This design comes from an exercise in tuning for small area on the open sky130 flow, not from production work.
Function was checked by simulation only, so behaviour that the tests miss may differ from the original.

==> run G <==
// XMLDecoder
module XMLDecoder(
    input CLOCK,
    input rst,           
    input inValid,
    input inEop,
    input [7:0] in,
    output reg outValid,
    output reg outEop,
    output reg [7:0] out,
    output isData,
    output isTag,
    output reg isTagName,
    output reg isTagKey,
    output reg isTagValue,
    output reg isComment,
    output reg [3:0] tagDepth,
    output reg depthPush,
    output reg depthPop,
    output [7:0] s0,
    output [7:0] s1,
    output [7:0] s2,
    output [7:0] s3,
    output [7:0] s4,
    output [7:0] s5,
    output [7:0] s6,
    output [7:0] s7
    );
==> module XMLDecoder, before the edit <==
module XMLDecoder(
    input CLOCK,
    input rst,           
    input inValid,
    input inEop,
    input [7:0] in,
    output reg outValid,
    output reg outEop,
    output reg [7:0] out,
    output isData,
    output isTag,
    output reg isTagName,
    output reg isTagKey,
    output reg isTagValue,
    output reg isComment,
    output reg [3:0] tagDepth,
    output reg depthPush,
    output reg depthPop,
    output [7:0] s0,
    output [7:0] s1,
    output [7:0] s2,
    output [7:0] s3,
    output [7:0] s4,
    output [7:0] s5,
    output [7:0] s6,
    output [7:0] s7
    );
	reg eopn;
	reg eopnn;
	reg eopnnn;
	reg vnnn;
 	reg vnn;
	reg vn;
	reg [7:0] snnn;
	reg [7:0] snn;
	reg [7:0] sn;
	reg [7:0] sp;
	reg [7:0] spp;
	reg isClosingTag;
	reg isSelfClosingTag;
	reg intag;   
	reg [7:0] tagno [0:7];   
	wire onTagStartNext = sn == "<" && !(snn=="!" && snnn=="-");   
	wire onTagClose = (out == ">");		    
	wire onSelfCloseTag = (out =="/" || out == "?") && sn == ">";    
	wire onCloseThenData = onTagClose && sn != "<";
	wire isOpeningTag = intag && !isSelfClosingTag && !isClosingTag;
	wire _isData = outValid && !intag && !isComment;
	wire _isTag  = intag && !isComment;
	assign s0 = tagno[0];
	assign s1 = tagno[1];
	assign s2 = tagno[2];
	assign s3 = tagno[3];
	assign s4 = tagno[4];
	assign s5 = tagno[5];
	assign s6 = tagno[6];
	assign s7 = tagno[7];
	always @(posedge CLOCK) begin
		if (rst) begin
			eopnnn <= 1; eopnn <= 1; eopn <= 1; outEop <= 0;
			vnnn <= 0; vnn <= 0; vn <= 0; outValid <= 0;
			snnn <= 0; snn <= 0; sn <= 0; out <= 0; sp <= 0; spp <= 0;
			intag <= 0; isClosingTag <= 0; isSelfClosingTag <= 0;
			isTagName <= 0; isTagKey <= 0; isTagValue <= 0; isComment <= 0;
			tagDepth <= 0; depthPush <= 0; depthPop <= 0;
			tagno[0] <= 0; tagno[1] <= 0; tagno[2] <= 0; tagno[3] <= 0;
			tagno[4] <= 0; tagno[5] <= 0; tagno[6] <= 0; tagno[7] <= 0;
		end else begin
		eopnnn    <= inEop;
		eopnn     <= eopnnn;
		eopn      <= eopnn;
		outEop    <= eopn;
		if (inValid || eopn || eopnn || eopnnn || inEop) begin
			vnnn      <= inValid;
			vnn       <= vnnn;
			vn        <= vnn;
			outValid  <= vn;
			snnn      <= in;
			snn       <= snnn;
			sn        <= snn;
			out       <= sn;
			sp        <= out;
			spp       <= sp;
		end else begin
			outValid  <= 0;
		end
		if (outEop) begin	 
			tagDepth 		<= 0;
			tagno[0]		<= 0;
			tagno[1]		<= 0;
			tagno[2]		<= 0;
			tagno[3]		<= 0;
			tagno[4]		<= 0;
			tagno[5] 		<= 0;
			tagno[6] 		<= 0;
			intag            <= 0;
			isClosingTag     <= 0;
			isSelfClosingTag <= 0;
			isTagName        <= 0;
			isTagKey         <= 0;
			isTagValue       <= 0;
			isComment        <= 0;
			depthPush        <= 0;
			depthPop         <= 0;
		end else if (vn || eopn || eopnn || eopnnn) begin	 
			isComment <=  (( (sn == "<" && !eopn) && (snn == "!" && !eopnn) && (snnn == "-" && !eopnnn) && (in == "-" && !inEop)) || isComment )
						&& !(out == ">" && sp == "-" && spp == "-");
			if (!isComment) begin
				intag <= (intag || onTagStartNext) && !(onTagClose && !onTagStartNext);
				isTagName <= ((out == "<" && sn != "/") || (out=="/" && sp == "<") || isTagName)
				               && !(sn == " " || sn == ">");
				isTagKey <= (intag && out==" " || isTagKey) && sn!="=";
				isTagValue <= (intag && out=="=" || isTagValue) && !(sn == " " || sn == ">");
				isClosingTag <= (out != ">" && isClosingTag) || (out == "<" && sn == "/");
				isSelfClosingTag <= (isSelfClosingTag || onSelfCloseTag) && !onTagStartNext;
				if (onTagClose && isOpeningTag) begin
					tagDepth <= tagDepth + 8'h1;
				end else if (onTagClose && isClosingTag) begin
					tagDepth <= tagDepth - 8'h1;
				end else begin
					tagDepth <= tagDepth;
				end
				depthPush <= onTagClose && isOpeningTag;
				depthPop  <= onTagClose && isClosingTag;
				if (onTagClose) begin
					if (isClosingTag || isSelfClosingTag) begin
						if (tagDepth < 4'd8)
							tagno[tagDepth[2:0]] <= tagno[tagDepth[2:0]] + 8'h1;
						if (tagDepth < 4'd7)
							tagno[tagDepth[2:0] + 3'd1] <= 0;
					end
				end
			end
		end
		end  
	end
	assign isTag      = _isTag;
	assign isData     = _isData;
endmodule
Settings: LEC_CHECK=0, CAP_MARGIN=20, CORE_MARGIN=2, CORE_UTILIZATION=40, SLEW_MARGIN=20; clock period 5.0 ns.
run.sh (not shown) runs the stock make flow with config.mk's settings and CLKGATE_MAP_FILE= SYNTH_SCRIPT=/design/flow/synth_recipe.tcl, a recipe that flattens the netlist after the stock synthesis.
==> run M: changes against run G <==
==> flow/design.v (replaced) <==
`timescale 1ns / 1ps
module XMLDecoder(
    input CLOCK,
    input rst,           
    input inValid,
    input inEop,
    input [7:0] in,
    output reg outValid,
    output reg outEop,
    output reg [7:0] out,
    output isData,
    output isTag,
    output reg isTagName,
    output reg isTagKey,
    output reg isTagValue,
    output reg isComment,
    output reg [3:0] tagDepth,
    output reg depthPush,
    output reg depthPop,
    output [7:0] s0,
    output [7:0] s1,
    output [7:0] s2,
    output [7:0] s3,
    output [7:0] s4,
    output [7:0] s5,
    output [7:0] s6,
    output [7:0] s7
    );
	reg eopn, eopnn, eopnnn;
	reg vnnn, vnn, vn;
	reg [7:0] snnn, snn, sn;
	reg spLt, spDash, spDash2;
	reg isClosingTag;
	reg isSelfClosingTag;
	reg intag;
	reg [7:0] tagno [0:7];
	wire outLt   = out == "<";
	wire outGt   = out == ">";
	wire outDash = out == "-";
	wire outSl   = out == "/";
	wire snLt    = sn == "<";
	wire snGt    = sn == ">";
	wire snSp    = sn == " ";
	wire onTagStartNext = snLt && !(snn == "!" && snnn == "-");
	wire onSelfCloseTag = (outSl || out == "?") && snGt;
	wire isOpeningTag   = intag && !isSelfClosingTag && !isClosingTag;
	wire eopAny = eopn || eopnn || eopnnn;
	wire shift  = inValid || inEop || eopAny;
	wire step   = !outEop && (vn || eopAny) && !isComment;
	wire bump   = step && outGt && (isClosingTag || isSelfClosingTag);
	assign s0 = tagno[0];
	assign s1 = tagno[1];
	assign s2 = tagno[2];
	assign s3 = tagno[3];
	assign s4 = tagno[4];
	assign s5 = tagno[5];
	assign s6 = tagno[6];
	assign s7 = tagno[7];
	assign isTag  = intag && !isComment;
	assign isData = outValid && !intag && !isComment;
	always @(posedge CLOCK) begin
		if (rst) begin
			eopnnn <= 1; eopnn <= 1; eopn <= 1; outEop <= 0;
		end else begin
			eopnnn <= inEop;
			eopnn  <= eopnnn;
			eopn   <= eopnn;
			outEop <= eopn;
		end
	end
	always @(posedge CLOCK) begin
		if (rst) begin
			vnnn <= 0; vnn <= 0; vn <= 0; outValid <= 0;
			snnn <= 0; snn <= 0; sn <= 0; out <= 0;
			spLt <= 0; spDash <= 0; spDash2 <= 0;
		end else if (shift) begin
			vnnn <= inValid; vnn <= vnnn; vn <= vnn; outValid <= vn;
			snnn <= in; snn <= snnn; sn <= snn; out <= sn;
			spLt <= outLt; spDash <= outDash; spDash2 <= outDash && spDash;
		end else begin
			outValid <= 0;
		end
	end
	always @(posedge CLOCK) begin
		if (rst || outEop) begin
			isComment <= 0;
		end else if (vn || eopAny) begin
			isComment <= ((snLt && !eopn) && (snn == "!" && !eopnn) && (snnn == "-" && !eopnnn) && (in == "-" && !inEop) || isComment)
			             && !(outGt && spDash2);
		end
	end
	always @(posedge CLOCK) begin
		if (rst || outEop) begin
			intag <= 0; isClosingTag <= 0; isSelfClosingTag <= 0;
			isTagName <= 0; isTagKey <= 0; isTagValue <= 0;
			tagDepth <= 0; depthPush <= 0; depthPop <= 0;
		end else if (step) begin
			intag <= (intag || onTagStartNext) && !(outGt && !onTagStartNext);
			isTagName <= ((outLt && sn != "/") || (outSl && spLt) || isTagName) && !(snSp || snGt);
			isTagKey <= (intag && out == " " || isTagKey) && sn != "=";
			isTagValue <= (intag && out == "=" || isTagValue) && !(snSp || snGt);
			isClosingTag <= (!outGt && isClosingTag) || (outLt && sn == "/");
			isSelfClosingTag <= (isSelfClosingTag || onSelfCloseTag) && !onTagStartNext;
			if (outGt && isOpeningTag)
				tagDepth <= tagDepth + 4'd1;
			else if (outGt && isClosingTag)
				tagDepth <= tagDepth - 4'd1;
			depthPush <= outGt && isOpeningTag;
			depthPop  <= outGt && isClosingTag;
		end
	end
	wire [7:0] cur = tagno[tagDepth[2:0]];
	wire [7:0] nxt = cur + 8'd1;
	wire live = !rst && !outEop;
	wire [7:0] busEven = (live && !tagDepth[0]) ? nxt : 8'd0;
	wire [7:0] busOdd  = (live &&  tagDepth[0]) ? nxt : 8'd0;
	genvar i;
	generate for (i = 0; i < 8; i = i + 1) begin : g_tag
		wire load = rst || (outEop && i != 7) || (bump && (tagDepth == i || (i != 0 && tagDepth == i - 1)));
		always @(posedge CLOCK)
			if (load) tagno[i] <= (i % 2) ? busOdd : busEven;
	end endgenerate
endmodule
==> impl_metrics.json <==
{
  "status": "complete, no violations",
  "comb_cell_power_uw": 173,
  "arrival_ps": 3530,
  "yosysTopAreaCell": "edfxtp_1",
  "maxSlewHeadroom_pct": 34.1,
  "worstMarginPinSlew_ps": 987,
  "synth.top_cell.area_share_pct": 37.7,
  "ys_seq_elements": 120
}
That was run M.
==> impl_metrics.json <==
{
  "status": "complete, no violations",
  "maxSlewHeadroom_pct": 29.8,
  "comb_cell_power_uw": 55.2,
  "antenna_found_initial": 0,
  "placed_area_um2": 7150,
  "worstMarginPinSlew_ps": 1050,
  "ys_seq_elements": 136,
  "yosysTopAreaCell": "dfxtp_1"
}
That was run G.

## what the ideal ports hide
Ports are ideal in the flow. The routed layouts listed here were re-timed in OpenROAD. Step 1 (the two cells are an assumption about what drives the block):
set clk [get_ports {CLOCK}]
set_driving_cell -lib_cell sky130_fd_sc_hd__clkbuf_16 $clk
set_driving_cell -lib_cell sky130_fd_sc_hd__buf_2 [delete_from_list [all_inputs] $clk]
Step 2 also shifts input and output timing later by t, the mid clock arrival at the registers, as if the neighbouring blocks saw the same clock. Three values: no drivers, after step 1, after step 2; two values: the first two.
| run | t (ns) | setup slack, ns | slew at the worst register clock pin (ns) |
|---|---|---|---|
| run G | 0.461 | 1.745 / 1.745 / 1.454 | 0.06 / 0.06 |
| run M | 0.445 | 1.604 / 1.604 / 1.604 | 0.06 / 0.06 |
After both steps every run listed still meets setup and hold. The setup slack of run G, which loses most, moves by 0.000 ns with the drivers and by -0.291 ns with both steps.
